This design comes from an exercise in tuning for small area and a short achievable clock period on the open sky130 flow, not from production work.
RTL that was checked went through simulation tests only; none was proved equivalent to the original.
The clock input has no modelled driver; a real chip could not lean on it and would need a root buffer or a full tree.
Power and IR drop assume default switching activity.

==> 01-23: inputs <==
// TopModule
module TopModule(MOSI,clk,SS_n,rst_n,MISO);
    input MOSI,clk,SS_n,rst_n;
    output MISO;
    wire [9:0] rx_data;
    wire rx_valid;
    wire [7:0] tx_data;
    SPI_Slave spi_slave (MOSI,clk,SS_n,tx_data,rst_n,MISO,rx_valid,rx_data);
    SPI_RAM ram(rx_data,clk,rst_n,rx_valid,tx_data);
endmodule
==> module SPI_RAM, before the edit <==
module SPI_RAM(din,clk,rst_n,rx_valid,dout);
input [9:0] din;
input clk,rst_n,rx_valid;
output reg [7:0] dout;
reg [3:0] cnt;            
reg [7:0] wr_addr;
reg wz;                   
reg [7:0] rd_addr;
reg wp;                   
reg [7:0] wdata;
reg [7:0] rm;             
reg [7:0] rs;             
reg wr, wr_n;             
wire [7:0] wd = wdata ^ {8{~cnt[3]}};
wire [3:0] cntm2 = cnt - 4'd2;
wire [7:0] tap [0:31];
genvar r;
generate
    for (r = 0; r < 32; r = r + 1) begin : ring
        reg [63:0] q;     
        wire sel = (wr_addr[7:3] == r);
        wire a = sel & wr;
        wire b = ~sel | wr_n;
        always @(posedge clk)
            q <= {q[55:0], ~((q[63:56] | {8{a}}) & (wd | {8{b}}))};
        assign tap[r] = q[7:0];
    end
endgenerate
wire put = rx_valid && din[9:8] == 2'b01;
wire at1 = (cnt[2:0] + 3'd1 == wr_addr[2:0]);
wire wp_nx = (rst_n & put) | (wp & ~wr);
wire wr_nx = (rst_n & put & at1) | (wp & ~wr & at1);
always @(posedge clk)
    cnt <= cnt + 4'd1;
always @(posedge clk) begin
    wp   <= wp_nx;
    wr   <= wr_nx;
    wr_n <= ~wr_nx;
    if (put)
        wdata <= din[7:0];
    if (rx_valid && din[9:8] == 2'b00)
        wr_addr <= din[7:0];
    else if (wz && !wp)
        wr_addr <= 8'd0;
    wz <= ~rst_n | (wz & ~(rx_valid && din[9:8] == 2'b00));
    rd_addr <= {8{rst_n}} & ((rx_valid && din[9:8] == 2'b10) ? din[7:0] : rd_addr);
    rm <= tap[rd_addr[7:3]];
    if (cntm2[2:0] == rd_addr[2:0])
        rs <= rm ^ {8{cntm2[3]}};
    if (rx_valid && din[9:8] == 2'b11)
        dout <= rs;
end
endmodule
==> flow/config.mk <==
export PLATFORM = sky130hd
export DESIGN_NAME = TopModule
export DESIGN_NICKNAME = TopModule
export VERILOG_FILES = /design/flow/design.v
export SDC_FILE = /design/flow/constraint.sdc
export NUM_CORES = 8
export LEC_CHECK = 0
export CAP_MARGIN = 30
export CORE_MARGIN = 2
export CORE_UTILIZATION = 35
export SETUP_SLACK_MARGIN = 4.8
export SLEW_MARGIN = 20
==> flow/constraint.sdc <==
create_clock -name core_clock -period 7.0 [get_ports {clk}]
set_input_delay 1.4000 -clock core_clock [delete_from_list [all_inputs] [get_ports {clk}]]
set_output_delay 1.4000 -clock core_clock [all_outputs]
set_load 0.01 [all_outputs]
standard.sh (not shown) runs the stock make flow with config.mk's settings and CLKGATE_MAP_FILE= SYNTH_SCRIPT=/design/flow/synth_recipe.tcl, a recipe that flattens the netlist after the stock synthesis.
==> flow/flow/run.sh <==
#!/bin/bash
# The standard layout (standard.sh) with these changes:
#  - synthesis maps the logic with an area-oriented ABC script (abc.script
#    here, in place of ORFS's abc_speed.script); every other synthesis step,
#    and so every register, is the standard synthesis's;
#  - ports are buffered with buf_4 cells;
#  - TritonCTS builds the clock tree from larger sink clusters, without
#    dummy loads; clock_top.tcl then replaces its root by four inverters on
#    the clock port and its branch buffers by inverters, and runs the
#    post-CTS timing repair.
# Each make run writes its output to a log here; each ORFS step keeps its
# own log under orfs/logs/.
set -euo pipefail
here=$(pwd)
rm -rf "$here/scripts_abc"
cp -r "$FLOW_HOME/scripts" "$here/scripts_abc"
cp "$here/flow/abc.script" "$here/scripts_abc/abc_speed.script"
bash standard.sh "SCRIPTS_DIR=$here/scripts_abc" synth > synth.log 2>&1
export BUFFER_PORTS_ARGS="-buffer_cell sky130_fd_sc_hd__buf_4"
export CTS_ARGS="-sink_clustering_enable -repair_clock_nets -dont_use_dummy_load -buf_list {sky130_fd_sc_hd__clkbuf_16 sky130_fd_sc_hd__clkbuf_8 sky130_fd_sc_hd__clkbuf_4} -root_buf sky130_fd_sc_hd__clkbuf_16 -sink_clustering_buffer sky130_fd_sc_hd__clkbuf_16 -sink_buffer_max_cap_derate 1.0 -sink_clustering_size 30 -sink_clustering_max_diameter 80"
export SKIP_CTS_REPAIR_TIMING=1
export POST_CTS_TCL="$here/flow/clock_top.tcl"
bash standard.sh finish > make.log 2>&1
Other scripts of this flow, unchanged in this note and not shown: flow/flow/abc.script, flow/flow/clock_top.tcl
==> 03-18: changes against 01-23 <==
--- a/flow/design.v
+++ b/flow/design.v
@@ -29,2 +29,3 @@
 wire put = rx_valid && din[9:8] == 2'b01;
+wire wld = rx_valid && din[9:8] == 2'b00;
 wire at1 = (cnt[2:0] + 3'd1 == wr_addr[2:0]);
@@ -40,6 +41,3 @@
         wdata <= din[7:0];
-    if (rx_valid && din[9:8] == 2'b00)
-        wr_addr <= din[7:0];
-    else if (wz && !wp)
-        wr_addr <= 8'd0;
+    wr_addr <= {8{~(wz & ~wp) | wld}} & (wld ? din[7:0] : wr_addr);
     wz <= ~rst_n | (wz & ~(rx_valid && din[9:8] == 2'b00));
--- a/flow/config.mk
+++ b/flow/config.mk
@@ -9,3 +9,3 @@
 export CORE_MARGIN = 2
-export CORE_UTILIZATION = 35
+export CORE_UTILIZATION = 40
 export SETUP_SLACK_MARGIN = 4.8
==> 08-20: changes against 01-23 <==
--- a/flow/config.mk
+++ b/flow/config.mk
@@ -9,3 +9,4 @@
 export CORE_MARGIN = 2
-export CORE_UTILIZATION = 35
+export CORE_UTILIZATION = 40
+export PLACE_DENSITY = 0.75
 export SETUP_SLACK_MARGIN = 4.8
==> results.txt <==
metric	08-20	01-23	03-18
Via count of the first global-routing pass	19.9k	19.3k	19.2k
Via total after detailed routing	20.6k	20.3k	20.3k
Switching Power	3.57 mW	3.56 mW	3.42 mW
Antenna violations before repair	1	2	0
Startpoint of the most critical hold path	ram.ring[27].q[34]$_DFF_P_	ram.ring[25].q[40]$_DFF_P_	ram.ring[21].q[16]$_DFF_P_
Total stage count of the critical path	3	7	6
Result of the run	complete, no violations	complete, no violations	complete, no violations
Cell area after layout	52200 um2	53000 um2	52200 um2
Maximum vdd ir drop	0.000205 V	0.000154 V	0.000181 V
Crit Path Max Fanout	16	8	9
Avg Inst Size Synth	16.5 um2	16.5 um2	16.4 um2
Count of routing violations after the opening detailed-route iteration	1674	1473	1536
Pin slew with the least headroom to its limit	0.926 ns	0.914 ns	1.10 ns
Power dissipated in sequential cells	12.4 mW	12.4 mW	12.2 mW
Register-to-register setup slack	4.76 ns	4.73 ns	4.75 ns
Critical register-to-register path endpoint	ram.ring[7].q[1]$_DFF_P_	ram.rm[6]$_DFF_P_	ram.rm[2]$_DFF_P_
Die height	349 um	373 um	349 um
Latest clock arrival within the worst-skew pair	0.40 ns	0.39 ns	0.38 ns
Number of nets in the final layout	2960	2994	2969
Width of the chip	349 um	373 um	349 um
Met2 routed WL	36900 um	36000 um	39200 um
Only the layout flow was run in 03-18; the RTL was not checked for function there.

separate check: timing with driven ports:
How much do the figures lean on ideal ports? The routed layouts below were timed once more, with nothing changed but the port constraints.
Step 1 (the two cells are an assumption about what drives the block):
set clk [get_ports {clk}]
set_driving_cell -lib_cell sky130_fd_sc_hd__clkbuf_16 $clk
set_driving_cell -lib_cell sky130_fd_sc_hd__buf_2 [delete_from_list [all_inputs] $clk]
Step 2 moves the port delays by t, midway between the first and last clock arrival at a register: inputs arrive t later, outputs are due t later. That takes back most of the time a late clock gives input paths.
a / b / c = ideal / step 1 / step 2; a / b = the first two.
| run | t (ns) | slack for setup (ns) | worst hold slack (ns) | worst setup path at the end | cell pins on the clock port's net |
|---|---|---|---|---|---|
| 01-23 | 0.621 | 4.729 / 4.531 / 4.617 | 0.293 / 0.293 / 0.293 | input to register | 4 |
| 03-18 | 0.616 | 4.753 / 4.514 / 4.580 | 0.288 / 0.288 / 0.288 | input to register | 4 |
| 08-20 | 0.624 | 4.755 / 4.538 / 4.519 | 0.276 / 0.276 / 0.276 | input to register | 4 |
After both steps every run listed still meets setup and hold. The setup slack of 08-20, which loses most, moves by -0.217 ns with the drivers and by -0.236 ns with both steps.
